Background: an optimization exercise with open tools, aiming at small area and a short achievable clock period. Do not read the settings as production practice.
No functional check of the RTL was part of any run shown here.

==> flow/design.v, too long to show whole: its modules and the start of the top module <==
// module goertzel_filter: 1877 lines
// module gz_fa: 4 lines
// module gz_maj: 3 lines
// module gz_ha: 4 lines
module goertzel_filter
  (input  [13:0] input_signal,
   input  clk,
   input  rst,
   output [39:0] magnitude);
  // ...
==> flow/flow/run.sh <==
#!/bin/bash
set -euo pipefail
bash standard.sh SETUP_SLACK_MARGIN=28.5 finish > orfs_make.log 2>&1
==> flow/standard.sh <==
#!/bin/bash
# synth_recipe.tcl (not shown) runs the flow's synth.tcl, then flattens the netlist and writes it again
# the make line also repeats each setting of config.mk as NAME=value (left out here)
make -C /OpenROAD-flow-scripts/flow DESIGN_CONFIG=/design/flow/config.mk WORK_HOME=/design/flow/orfs CLKGATE_MAP_FILE= SYNTH_SCRIPT=/design/flow/synth_recipe.tcl "${@:-finish}"
==> flow/config.mk <==
export PLATFORM = sky130hd
export DESIGN_NAME = goertzel_filter
export DESIGN_NICKNAME = goertzel_filter
export VERILOG_FILES = /design/flow/design.v
export SDC_FILE = /design/flow/constraint.sdc
export NUM_CORES = 4
export LEC_CHECK = 0
export CAP_MARGIN = 20
export CORE_MARGIN = 2
export CORE_UTILIZATION = 55
export SLEW_MARGIN = 20
export SYNTH_HIERARCHICAL = 1
export SYNTH_MINIMUM_KEEP_SIZE = 0
==> flow/constraint.sdc <==
create_clock -name core_clock -period 45.0 [get_ports {clk}]
set_input_delay 9.0000 -clock core_clock [delete_from_list [all_inputs] [get_ports {clk}]]
set_output_delay 9.0000 -clock core_clock [all_outputs]
set_load 0.01 [all_outputs]
==> impl_metrics.tcl, run 1 <==
set metrics [dict create \
    syn_avg_cell_area_sq_um 11.2 \
    clockBufferCount 9 \
    path_buf_inv 6 \
    viasPerCell 5.65 \
    cp_max_fo 5 \
    crit_family "adder cells" \
    ys_warn_count 7 \
    r2r_setup_slack_ps 28720 \
    setup_ws_ps 28360 \
    cts_setup_buffers 32 \
    largest_reg_flops 35 \
    finalCritPeriodShare_pct 37.0 \
    drt_first_iter_violations 897 \
    cap_violations 0 \
    yosysSeqAreaShare_pct 8.97 \
    synth_top_family_by_area "adder cells" \
    fin_util_pct 63.0 \
    synthTopCellsByCount "fa_1, nor2_1, inv_1, ha_1, a21oi_1" \
    max_stage_delay_ps 570 \
    dr_total_vias 14600 \
    cts_hold_buf 0 \
    holdCritStartpoint "q1[3]" \
    post_cts_resized 122 \
    grt_setup_unrepaired "yes" \
    bufAreaShareNonClock_pct 5.02 \
    grt_pass1_vias 15900 \
    n_all_buffers 139 \
    cts_buffers 9 \
    status "finished clean" \
    dpl_cell_area_sq_um 23200 \
    wl_met3_um 3950 \
    top_regs "mag x35, q1 x18, q2 x18" \
    die_x_um 203 \
    final_common_cell "fa_1" \
    multi_input_area_sq_um 19300 \
    layout_min_cycle_time_ps 16640 \
    regArea_sq_um 1950 \
    yosysMostFrequentCell "fa_1" \
]
==> run 2, diff against run 1 <==
==> flow/flow/run.sh (replaced) <==
#!/bin/bash
set -euo pipefail
bash standard.sh SETUP_SLACK_MARGIN=28 finish > orfs_make.log 2>&1
==> impl_metrics.tcl, run 2 <==
set metrics [dict create \
    status "finished clean" \
    reg2reg_from "q1[3]" \
    finalSetupTns_ps 0 \
    final_cell_mix "fa_1, nor2_1, inv_1, ha_1, buf_4" \
    first_pass_iters 5 \
    routedWlPerCell_um 20.8 \
    grt-busiest-layer "met2" \
    ff2ff_path_depth 57 \
    pin_count 56 \
    syn_to_final_growth_pct 11.0 \
    viasPerCell 5.58 \
    ys_warn_count 7 \
    routed_wl_um 53700 \
    antenna_found_initial 0 \
    fin_nets 2880 \
    max_stage_delay_ps 580 \
    crit_top_cell "fa_1" \
    skew_ps 16.2 \
    gr-total-overflow 0 \
    port_buffers 50 \
    worstHoldPathCells 0 \
    largest_reg_flops 35 \
    ys.flop_type "dfrtp_1" \
    synthTopCellsByCount "fa_1, nor2_1, inv_1, ha_1, a21oi_1" \
    cts-root-buf "clkbuf_16" \
    drive_gt1_share_pct 11.2 \
    layout_min_cycle_time_ps 16790 \
    ys_top_cells_by_area "fa_1, ha_1, nor2_1, edfxtp_1, inv_1" \
    finalCritPeriodShare_pct 37.3 \
    postRouteAntennaNets 0 \
    synth.top_cell.area_share_pct 50.4 \
    path_clk_slew_ps 70 \
    cap_violations 0 \
    fmax_mhz 59.5 \
    synth_cell_types 62 \
    synth-edff-count 35 \
    cts_hold_buf 0 \
    drc 0 \
    cts.path.max_buffers 2 \
    finalSetupViolCount 0 \
    yosysSeqAreaShare_pct 8.97 \
    start_kind "primary input" \
    cts_tree "built" \
    dp_hpwl_um 44100 \
    final_common_cell "fa_1" \
    core_area_sq_um 38800 \
    die_x_um 203 \
    grt_pass1_vias 16300 \
    initial_core_util_pct 56.0 \
    timing.final.max_slew_violations 0 \
    worstMarginPinSlew_ps 987 \
    grt_setup_unrepaired "yes" \
    grt_pass1_wl_um 87900 \
    hold_violations 0 \
    cp_max_fo 5 \
    top_register "mag" \
    ys_ff_latch 71 \
    place_congestion 0.905 \
    syn_avg_cell_area_sq_um 11.2 \
    end_kind "flip-flop" \
    die_area_sq_um 41200 \
    yosysTopAreaCell "fa_1" \
    syn-cell-area_sq_um 21800 \
    grt_util_met2_pct 44.4 \
    critPathLaunch "input_signal[8]" \
    r2r_setup_slack_ps 28680 \
    synthCells 1949 \
    antennaDiodeCount 0 \
    pre_cts_ws_ps 26270 \
    cp_slowest_cell "fa_1" \
    setup.worst_path.end "mag[30]" \
    cp.required_ps 45130 \
    fp.dieH_um 203 \
    ys_async_sr_fraction_pct 50.7 \
    grt_use_met1_pct 40.2 \
    cp.arrival_ps 16930 \
    drt_first_iter_violations 952 \
    cts_buffers 9 \
    grt_start_max_net_pins 54 \
    htree_levels 3 \
    cts.sinks 71 \
    r2r_end "mag[30]" \
    grt_usage_pct 28.3 \
    top_regs "mag x35, q1 x18, q2 x18" \
    relSlewSlack_pct 33.9 \
    setup_ws_ps 28210 \
    rows 72 \
    min_path_type "flip-flop to flip-flop" \
    dr_total_vias 14400 \
    crit_type "primary input to flip-flop" \
    clock_latency_ps 390 \
    grt_use_met3_pct 8.17 \
    yosysMostFrequentCell "fa_1" \
]
run 2: cell counts after synthesis:
Identical to the previous run, type by type.
run 2: worst min path at each step:
stage	from	slack, ps	to
after global placement	q1[6]	600	q2[6]
after CTS	q1[2]	620	q2[2]
after global routing	q1[6]	630	q2[6]
final	q1[13]	600	q2[13]
after floorplan	q1[6]	460	q2[6]
after detailed placement	q1[2]	600	q2[2]
run 2: final cells by class:
cell class	instances	area (sq um)
clock buffer	10	239
fill	3188	14700
sequential	71	1950
timing repair buffer	139	1180
tap	518	648
multi-input combinational	1580	19100
clock inverter	6	88.8
inverter	260	985
run 2: Yosys stat by module (local to each module, per instance):
module           flops+latches  cell area [sq um]  times used  cells inside
gz_ha                        0               12.5          97             1
gz_maj                       0               11.3          37             1
goertzel_filter             71               9220           1          1270
gz_fa                        0               20.0         545             1
run 2: worst max-delay path, delay by kind of cell:
kind                       cells  cell delay [ps]
AOI/OAI and AO/OA             14             2620
buffers and inverters          5              500
xor gates and xnor gates       2              400
adders and majority gates     10             4200
and+or+nand+nor                2              160
run 2: cells by family (layout without fill, tap and decap cells):
group	count (synthesis)	in the layout	share of synthesized area (%)
AOI/OAI and AO/OA	191	191	5.93
xor gates and xnor gates	96	96	4.04
adders and majority gates	840	840	67.0
buffers and inverters	303	415	5.44
DFF	71	71	8.97
other	1	6	0.0172
and+or+nand+nor	447	447	8.60
run 2: repair_timing:
| item | CTS | global route |
|---|---|---|
| gates resized for setup | 47 | 86 |
| setup buffers | 24 | 9 |
| pin swaps | 21 | 39 |
| endpoints found under the setup margin | 17 | 13 |
| cloned | 0 | 0 |
run 2: routing by layer:
layer	part of all wire (%)	wire length, um
met1	44	23500
met2	48	25500
met3	7.6	4090
met4	1.1	598
met5	0	0
run 2: stage by stage:
step	instance area (sq um)	cells	hold WS, ps	utilization (%)
detailed placement	23200	2535	602	59.6
global route	24100	2584	626	62.2
floorplan	21800	1954	457	-
CTS	23900	2575	618	61.4
finish	24100	2584	596	62.2
global placement	23200	2535	597	59.6
==> run 3, diff against run 2 <==
==> flow/flow/run.sh (replaced) <==
#!/bin/bash
set -euo pipefail
bash standard.sh SETUP_SLACK_MARGIN=29 finish > orfs_make.log 2>&1
==> impl_metrics.tcl, run 3 <==
set metrics [dict create \
    yosysMostFrequentCell "fa_1" \
    crit_type "primary input to flip-flop" \
    grt_use_met1_pct 41.7 \
    grt-busiest-layer "met2" \
    fmax_mhz 60.5 \
    cts.path.max_buffers 2 \
    cts_tree "built" \
    antenna_found_initial 1 \
    ys_top_cells_by_area "fa_1, ha_1, nor2_1, edfxtp_1, inv_1" \
    rows 72 \
    port_buffers 50 \
    antennaDiodeCount 0 \
    min_path_type "flip-flop to flip-flop" \
    r2r_setup_slack_ps 28770 \
    top_register "mag" \
    cts.sinks 71 \
    viasPerCell 5.62 \
    fill_cells 3169 \
    timing.final.max_slew_violations 0 \
    syn_to_final_growth_pct 13.0 \
    synth-edff-count 35 \
    cap_violations 0 \
    fin_nets 2881 \
    cts-root-buf "clkbuf_16" \
    fp.dieH_um 203 \
    dp_hpwl_um 45000 \
    status "finished clean" \
    die_x_um 203 \
    place_congestion 0.913 \
    initial_core_util_pct 56.0 \
    grt_setup_unrepaired "yes" \
    skew_ps 16.6 \
    layout_min_cycle_time_ps 16530 \
    grt_usage_pct 28.8 \
    syn-cell-area_sq_um 21800 \
    dr_total_vias 14500 \
    end_kind "flip-flop" \
    max_stage_delay_ps 600 \
    hold_violations 0 \
    relSlewSlack_pct 36.3 \
    cp_slowest_cell "fa_1" \
    gr-total-overflow 0 \
    fin_util_pct 63.3 \
    ys_warn_count 7 \
    worstMarginPinSlew_ps 950 \
    final_area_sq_um 24600 \
    drive_gt1_share_pct 13.3 \
    ys_async_sr_fraction_pct 50.7 \
    syn_avg_cell_area_sq_um 11.2 \
    cp_max_fo 5 \
    synthCells 1949 \
    cp.arrival_ps 16670 \
    start_kind "primary input" \
    synth_cell_types 62 \
    synthTopCellsByCount "fa_1, nor2_1, inv_1, ha_1, a21oi_1" \
    ys.flop_type "dfrtp_1" \
    finalSetupViolCount 0 \
    largest_reg_flops 35 \
    crit_top_cell "fa_1" \
    path_clk_slew_ps 60 \
    yosysTopAreaCell "fa_1" \
    holdCritStartpoint "q1[13]" \
    reg2reg_from "q1[2]" \
    ff2ff_path_depth 58 \
    die_area_sq_um 41200 \
    core_area_sq_um 38800 \
    cp.required_ps 45140 \
    pin_count 56 \
    grt_pass1_wl_um 88900 \
    dpl_cell_area_sq_um 23300 \
    routedWlPerCell_um 21.4 \
    final_common_cell "fa_1" \
    cts_buffers 9 \
    final_cell_mix "fa_1, nor2_1, inv_1, ha_1, buf_4" \
    first_pass_iters 5 \
    synth.top_cell.area_share_pct 50.4 \
    top_regs "mag x35, q1 x18, q2 x18" \
    finalCritPeriodShare_pct 36.7 \
    postRouteAntennaNets 0 \
    grt_use_met3_pct 6.92 \
    holdPathEnd "q2[13]" \
    ys_ff_latch 71 \
    grt_start_max_net_pins 72 \
    drc 0 \
    crit_family "adder cells" \
    routed_wl_um 55400 \
    r2r_end "mag[29]" \
    finalSetupTns_ps 0 \
    htree_levels 3 \
    grt_util_met2_pct 44.3 \
    fin_hold_ws_ps 606 \
    path_buf_inv 2 \
    clock_latency_ps 390 \
    yosysSeqAreaShare_pct 8.97 \
    worstHoldPathCells 0 \
    drt_first_iter_violations 1010 \
    grt_pass1_vias 16200 \
]
[run 3: layout make-up]
cell class	count	area [sq um]	area share (%)
multi-input cells	1580	19400	79.0
inverters	260	997	4.06
repair buffers	140	1230	4.99
clock inverters	4	93.8	0.382
flip-flops and latches	71	1950	7.95
well taps	518	648	2.64
clock buffers	12	246	1.00
[run 3: cells by family after synthesis]
group	count (synthesis)	share of synthesized area, %
adder cells (fa/ha/maj)	840	67.0
AND/OR/NAND/NOR	447	8.60
buffers and inverters	303	5.44
AO/OA/AOI/OAI	191	5.93
XOR/XNOR	96	4.04
flip-flops	71	8.97
other	1	0.0172
[run 3: worst max path at each step]
| stage | start | end | slack, ps | depth (start not counted) |
|---|---|---|---|---|
| after floorplan | input_signal[8] | mag[31] | 28480 | 32 |
| after global placement | input_signal[13] | mag[31] | 26760 | 29 |
| after detailed placement | input_signal[13] | mag[31] | 26560 | 27 |
| after CTS | input_signal[8] | mag[29] | 28350 | 33 |
| after global routing | input_signal[2] | mag[33] | 28140 | 33 |
| final | input_signal[10] | mag[29] | 28470 | 30 |
[run 3: modules after synthesis, one instance, submodules excluded]
module           cells  area [sq um]
gz_ha                1          12.5
gz_maj               1          11.3
goertzel_filter   1270          9220
gz_fa                1          20.0
[run 3: metal layers]
layer  vias to the layer above  part of all wire, %  routed length [um]
met5                         -                0.023                  13
met2                       431                   46               25700
met4                         2                  1.5                 815
met3                        48                  7.9                4400
met1                      7633                   44               24400
li1                       6418                    -                   -
[run 3: stage by stage]
stage / std cells / worst slack (ps)
detailed placement: 2529 / 26560
floorplan: 1954 / 28480
global route: 2585 / 28140
finish: 2585 / 28470
CTS: 2570 / 28350
global placement: 2529 / 26760
[run 3: timing repair]
item,4_1_cts,5_1_grt
gates resized for setup,110,70
setup buffers,25,14
gates cloned,0,0
pin swaps,30,41
setup endpoints to repair,22,20
hold buffers,0,0
==> run 4, diff against run 3 <==
==> flow/flow/run.sh (replaced) <==
#!/bin/bash
set -euo pipefail
bash standard.sh SETUP_SLACK_MARGIN=28.5 finish > orfs_make.log 2>&1
--- a/flow/config.mk
+++ b/flow/config.mk
@@ -11,3 +11,4 @@
 export SLEW_MARGIN = 20
 export SYNTH_HIERARCHICAL = 1
 export SYNTH_MINIMUM_KEEP_SIZE = 0
+export TNS_END_PERCENT = 10
==> impl_metrics.tcl, run 4 <==
set metrics [dict create \
    status "finished clean" \
    htree_levels 3 \
    cts_hold_buf 0 \
    clock_latency_ps 380 \
    yosysMostFrequentCell "fa_1" \
    synth.top_cell.area_share_pct 50.4 \
    cp.arrival_ps 16590 \
    grt_setup_unrepaired "yes" \
    pre_cts_ws_ps 26490 \
    final_cell_mix "fa_1, nor2_1, inv_1, ha_1, buf_4" \
    die_x_um 203 \
    reg2reg_from "q1[9]" \
    finalSetupViolCount 0 \
    ys_ff_latch 71 \
    finalSetupTns_ps 0 \
    grt_usage_pct 28.7 \
    initial_core_util_pct 56.0 \
    grt_pass1_wl_um 88700 \
    holdCritStartpoint "q1[6]" \
    cp.required_ps 45130 \
    fill_cells 3198 \
    max_stage_delay_ps 530 \
    cp_max_fo 5 \
    drt_first_iter_violations 854 \
    pin_count 56 \
    fp.dieH_um 203 \
    drc 0 \
    cts.sinks 71 \
    final_common_cell "fa_1" \
    core_area_sq_um 38800 \
    gr-total-overflow 0 \
    timing.final.max_slew_violations 0 \
    path_clk_slew_ps 70 \
    final_cells 2589 \
    first_pass_iters 8 \
    hold_violations 0 \
    top_regs "mag x35, q1 x18, q2 x18" \
    cts_tree "built" \
    crit_top_cell "fa_1" \
    antennaDiodeCount 0 \
    worstMarginPinSlew_ps 1060 \
    drive_gt1_share_pct 12.8 \
    fin_hold_ws_ps 598 \
    dp.cells 2529 \
    yosysSeqAreaShare_pct 8.97 \
    largest_reg_flops 35 \
    synthTopCellsByCount "fa_1, nor2_1, inv_1, ha_1, a21oi_1" \
    finalCritPeriodShare_pct 36.6 \
    top_register "mag" \
    rows 72 \
    fmax_mhz 60.8 \
    postRouteAntennaNets 0 \
    routed_wl_um 54900 \
    crit_type "primary input to flip-flop" \
    routedWlPerCell_um 21.2 \
    syn_to_final_growth_pct 12.3 \
    syn-cell-area_sq_um 21800 \
    dpl_cell_area_sq_um 23200 \
    fin_util_pct 62.9 \
    synth_cell_types 62 \
    end_kind "flip-flop" \
    yosysTopAreaCell "fa_1" \
    ys_top_cells_by_area "fa_1, ha_1, nor2_1, edfxtp_1, inv_1" \
    setup_ws_ps 28540 \
    min_path_type "flip-flop to flip-flop" \
    ys_async_sr_fraction_pct 50.7 \
    die_area_sq_um 41200 \
    fin_nets 2885 \
    dr_total_vias 14700 \
    dp_hpwl_um 44800 \
    ys.flop_type "dfrtp_1" \
    grt_pass1_vias 16200 \
    cts.path.max_buffers 2 \
    crit_family "adder cells" \
    regArea_sq_um 1950 \
    synth-edff-count 35 \
    antenna_found_initial 0 \
    cp_slowest_cell "fa_1" \
    final_area_sq_um 24400 \
    relSlewSlack_pct 29.2 \
    multi_input_area_sq_um 19300 \
    start_kind "primary input" \
    syn_avg_cell_area_sq_um 11.2 \
    port_buffers 50 \
    grt_start_max_net_pins 72 \
    path_buf_inv 5 \
    cap_violations 0 \
    place_congestion 0.890 \
    critPathLaunch "input_signal[13]" \
    cts_buffers 9 \
    cts-root-buf "clkbuf_16" \
    layout_min_cycle_time_ps 16460 \
    ys_warn_count 7 \
    synthCells 1949 \
    viasPerCell 5.66 \
    skew_ps 9.85 \
]
## run 4: cell types whose count changed in the layout (fill, tap and decap cells not counted), sizes merged
| cell | delta |
|---|---|
| clkinvlp | +1 |
| dlygate4sd2 | -2 |
| clkbuf | -1 |
| clkinv | +4 |
| clkdlybuf4s15 | +1 |
| inv | -1 |
| bufinv | -1 |
| buf | +3 |
## run 4: path summary, 6_finish.rpt
check                      slack (ps)      end  depth (start not counted)
max                             28540  mag[33]                         30
min                               600    q2[6]                          0
max reg2reg                     28770  mag[33]                         53
min reg2reg                       600    q2[6]                          0
max in group asynchronous       35260    q1[2]                          3
min in group asynchronous        9200    q1[7]                          3
## run 4: cells by family (layout without fill, tap and decap cells)
group                      after synthesis  after routing  synth area share, %
buffers and inverters                  303            420                 5.44
DFF                                     71             71                 8.97
adders and majority gates              840            840                 67.0
xor gates and xnor gates                96             96                 4.04
AOI/OAI and AO/OA                      191            191                 5.93
and+or+nand+nor                        447            447                 8.60
other                                    1              6               0.0172
## run 4: per-layer routing
layer	part of all wire, %	track usage, %
met1	44	41.7
met2	46	43.8
met3	7.4	7.37
met4	1.8	6.13
met5	0	0
## run 4: final cells by class
cell class | instances | share of cell area (%)
Clock buffer | 9 | 0.922
Tap cell | 518 | 2.65
Multi-Input combinational cell | 1580 | 78.8
Sequential cell | 71 | 7.99
Timing Repair Buffer | 144 | 5.17
Inverter | 260 | 4.07
Clock inverter | 7 | 0.358
## run 4: Yosys stat by module, one instance, submodules excluded
module	cell area [sq um]	flops+latches	times used	cells
gz_ha	12.5	0	97	1
gz_maj	11.3	0	37	1
gz_fa	20.0	0	545	1
goertzel_filter	9220	71	1	1270
## run 4: timing repair
action                     4_1_cts  5_1_grt
resized for setup              130       51
buffers inserted                35        9
pin swaps                       57       49
setup endpoints to repair       21       18
## run 4: worst reg2reg max path, delay by kind of cell (launching register included)
kind,cells,cell delay (ps)
adders and majority gates,25,9550
and+or+nand+nor,6,630
xor gates and xnor gates,3,1160
buffers and inverters,7,1210
DFF,1,770
AOI/OAI and AO/OA,12,2620
==> run 5, diff against run 4 <==
--- a/flow/config.mk
+++ b/flow/config.mk
@@ -8,6 +8,8 @@
 export CAP_MARGIN = 20
 export CORE_MARGIN = 2
 export CORE_UTILIZATION = 55
+export CTS_BUF_LIST = sky130_fd_sc_hd__clkbuf_8
+export CTS_CLUSTER_SIZE = 40
 export SLEW_MARGIN = 20
 export SYNTH_HIERARCHICAL = 1
 export SYNTH_MINIMUM_KEEP_SIZE = 0
==> impl_metrics.tcl, run 5 <==
set metrics [dict create \
    relSlewSlack_pct 41.1 \
    grt_pass1_wl_um 88400 \
    fmax_mhz 60.8 \
    ys_top_cells_by_area "fa_1, ha_1, nor2_1, edfxtp_1, inv_1" \
    finalCritPeriodShare_pct 36.6 \
    yosysSeqAreaShare_pct 8.97 \
    grt_setup_unrepaired "yes" \
    finalSetupTns_ps 0 \
    fin_hold_ws_ps 586 \
    first_pass_iters 6 \
    cts.path.max_buffers 2 \
    multi_input_area_sq_um 19300 \
    top_regs "mag x35, q1 x18, q2 x18" \
    start_kind "primary input" \
    setup_ws_ps 28550 \
    drive_gt1_share_pct 13.2 \
    fill_cells 3207 \
    port_buffers 50 \
    skew_ps 18.0 \
    antenna_found_initial 0 \
    holdCritStartpoint "q1[6]" \
    cts_tree "built" \
    pin_count 56 \
    grt_usage_pct 28.6 \
    routed_wl_um 54700 \
    max_stage_delay_ps 560 \
    antennaDiodeCount 0 \
    final_cells 2591 \
    top_register "mag" \
    timing.final.max_slew_violations 0 \
    grt_pass1_vias 16100 \
    yosysTopAreaCell "fa_1" \
    cts.sinks 71 \
    viasPerCell 5.65 \
    postRouteAntennaNets 0 \
    final_common_cell "fa_1" \
    hold_violations 0 \
    die_x_um 203 \
    synthTopCellsByCount "fa_1, nor2_1, inv_1, ha_1, a21oi_1" \
    gr-total-overflow 0 \
    holdPathEnd "q2[6]" \
    core_area_sq_um 38800 \
    die_area_sq_um 41200 \
    crit_top_cell "fa_1" \
    path_clk_slew_ps 90 \
    reg2reg_from "q1[0]" \
    initial_core_util_pct 56.0 \
    ff2ff_path_depth 61 \
    fin_nets 2887 \
    place_congestion 0.890 \
    critPathLaunch "input_signal[13]" \
    ys.flop_type "dfrtp_1" \
    clock_latency_ps 440 \
    dr_total_vias 14600 \
    final_cell_mix "fa_1, nor2_1, inv_1, ha_1, buf_4" \
    worstHoldPathCells 0 \
    layout_min_cycle_time_ps 16450 \
    drt_first_iter_violations 800 \
    worstMarginPinSlew_ps 874 \
    grt_start_max_net_pins 72 \
    fp.dieH_um 203 \
    regArea_sq_um 1950 \
    r2r_end "mag[30]" \
    finalSetupViolCount 0 \
    dp.cells 2529 \
    largest_reg_flops 35 \
    ys_ff_latch 71 \
    r2r_setup_slack_ps 28850 \
    crit_type "primary input to flip-flop" \
    htree_levels 3 \
    dp_hpwl_um 44800 \
    min_path_type "flip-flop to flip-flop" \
    routedWlPerCell_um 21.1 \
    syn-cell-area_sq_um 21800 \
    synth.top_cell.area_share_pct 50.4 \
    synth_cell_types 62 \
    ys_async_sr_fraction_pct 50.7 \
    yosysMostFrequentCell "fa_1" \
    cap_violations 0 \
    cp_slowest_cell "fa_1" \
    cp_max_fo 6 \
    rows 72 \
    status "finished clean" \
    cp.required_ps 45180 \
    cts_buffers 9 \
    cts_hold_buf 0 \
    cts-root-buf "clkbuf_8" \
    synth-edff-count 35 \
    synthCells 1949 \
    cp.arrival_ps 16640 \
    pre_cts_ws_ps 26490 \
    ys_warn_count 7 \
    syn_avg_cell_area_sq_um 11.2 \
    syn_to_final_growth_pct 12.1 \
    end_kind "flip-flop" \
    drc 0 \
]
-- run 5: layout make-up --
class | count | share of cell area, %
Clock inverter | 7 | 0.359
Clock buffer | 9 | 0.508
Tap cell | 518 | 2.66
Inverter | 260 | 4.09
Multi-Input combinational cell | 1580 | 79.1
Sequential cell | 71 | 8.01
Timing Repair Buffer | 146 | 5.29
-- run 5: critical path, delay by kind of cell --
family	cells	cell delay, ps
xor gates and xnor gates	2	360
adders and majority gates	10	4000
buffers and inverters	8	1090
and+or+nand+nor	2	310
AOI/OAI and AO/OA	9	1830
-- run 5: cells by family after synthesis --
group                      after synthesis  share of synthesized area [%]
AOI/OAI and AO/OA                      191                           5.93
xor gates and xnor gates                96                           4.04
adders and majority gates              840                           67.0
buffers and inverters                  303                           5.44
DFF                                     71                           8.97
other                                    1                         0.0172
and+or+nand+nor                        447                           8.60
-- run 5: metrics by stage --
step,cell area (sq um),utilization [%]
CTS,24000,61.8
detailed placement,23200,59.7
global placement,23200,59.7
global route,24400,62.8
finish,24400,62.8
floorplan,21800,-
-- run 5: worst max path at each step --
stage | to | cells after the start
4_1_cts | mag[29] | 33
6_report | mag[30] | 31
5_1_grt | mag[30] | 61
2_1_floorplan | mag[31] | 29
3_5_place_dp | mag[34] | 28
3_3_place_gp | mag[34] | 28
-- run 5: metal layers --
layer / GRT usage (%) / wire length (um) / vias up
met2: 43.5 / 25500 / 418
met5: 0 / 0 / -
met1: 41.7 / 24200 / 7720
met4: 6.26 / 959 / 0
met3: 7.32 / 4060 / 64
li1: - / - / 6437
-- run 5: Yosys stat by module, one instance, submodules excluded --
module           copies in the design  cells  cell area (sq um)
gz_fa                             545      1               20.0
gz_ha                              97      1               12.5
gz_maj                             37      1               11.3
goertzel_filter                     1   1270               9220
-- run 5: timing repair --
item,in CTS,in global routing
hold endpoints to repair,0,0
resized for setup,124,65
pin swaps,57,57
gates cloned,0,0
setup buffers,33,13
setup endpoints to repair,20,18

==> static timing again, ports no longer ideal <==
The flow's constraints put no driver on any port. The routed layouts listed below were extracted and timed again, unchanged, in two steps.
Step 1 assumes that a clkbuf_16 drives the clock port and a buf_2 every other input.
Step 2 moves the port delays by t, midway between the first and last clock arrival at a register: inputs arrive t later, outputs are due t later. That takes back most of the time a late clock gives input paths.
Slacks: no drivers / after step 1 / after step 2; pairs: no drivers / after step 1.
run	t (ns)	setup slack, ns	worst slew at a driven data input, ns
run 1	0.439	28.363 / 28.375 / 27.936	0.07
run 2	0.434	28.207 / 28.206 / 27.771	0.05
run 3	0.440	28.471 / 28.476 / 28.037	0.06
run 4	0.434	28.540 / 28.546 / 28.112	0.06
run 5	0.484	28.545 / 28.548 / 28.063	0.06
After both steps every run listed still meets setup and hold. For run 5, which loses most, drivers alone change the setup slack by +0.003 ns; drivers and shift together by -0.482 ns.
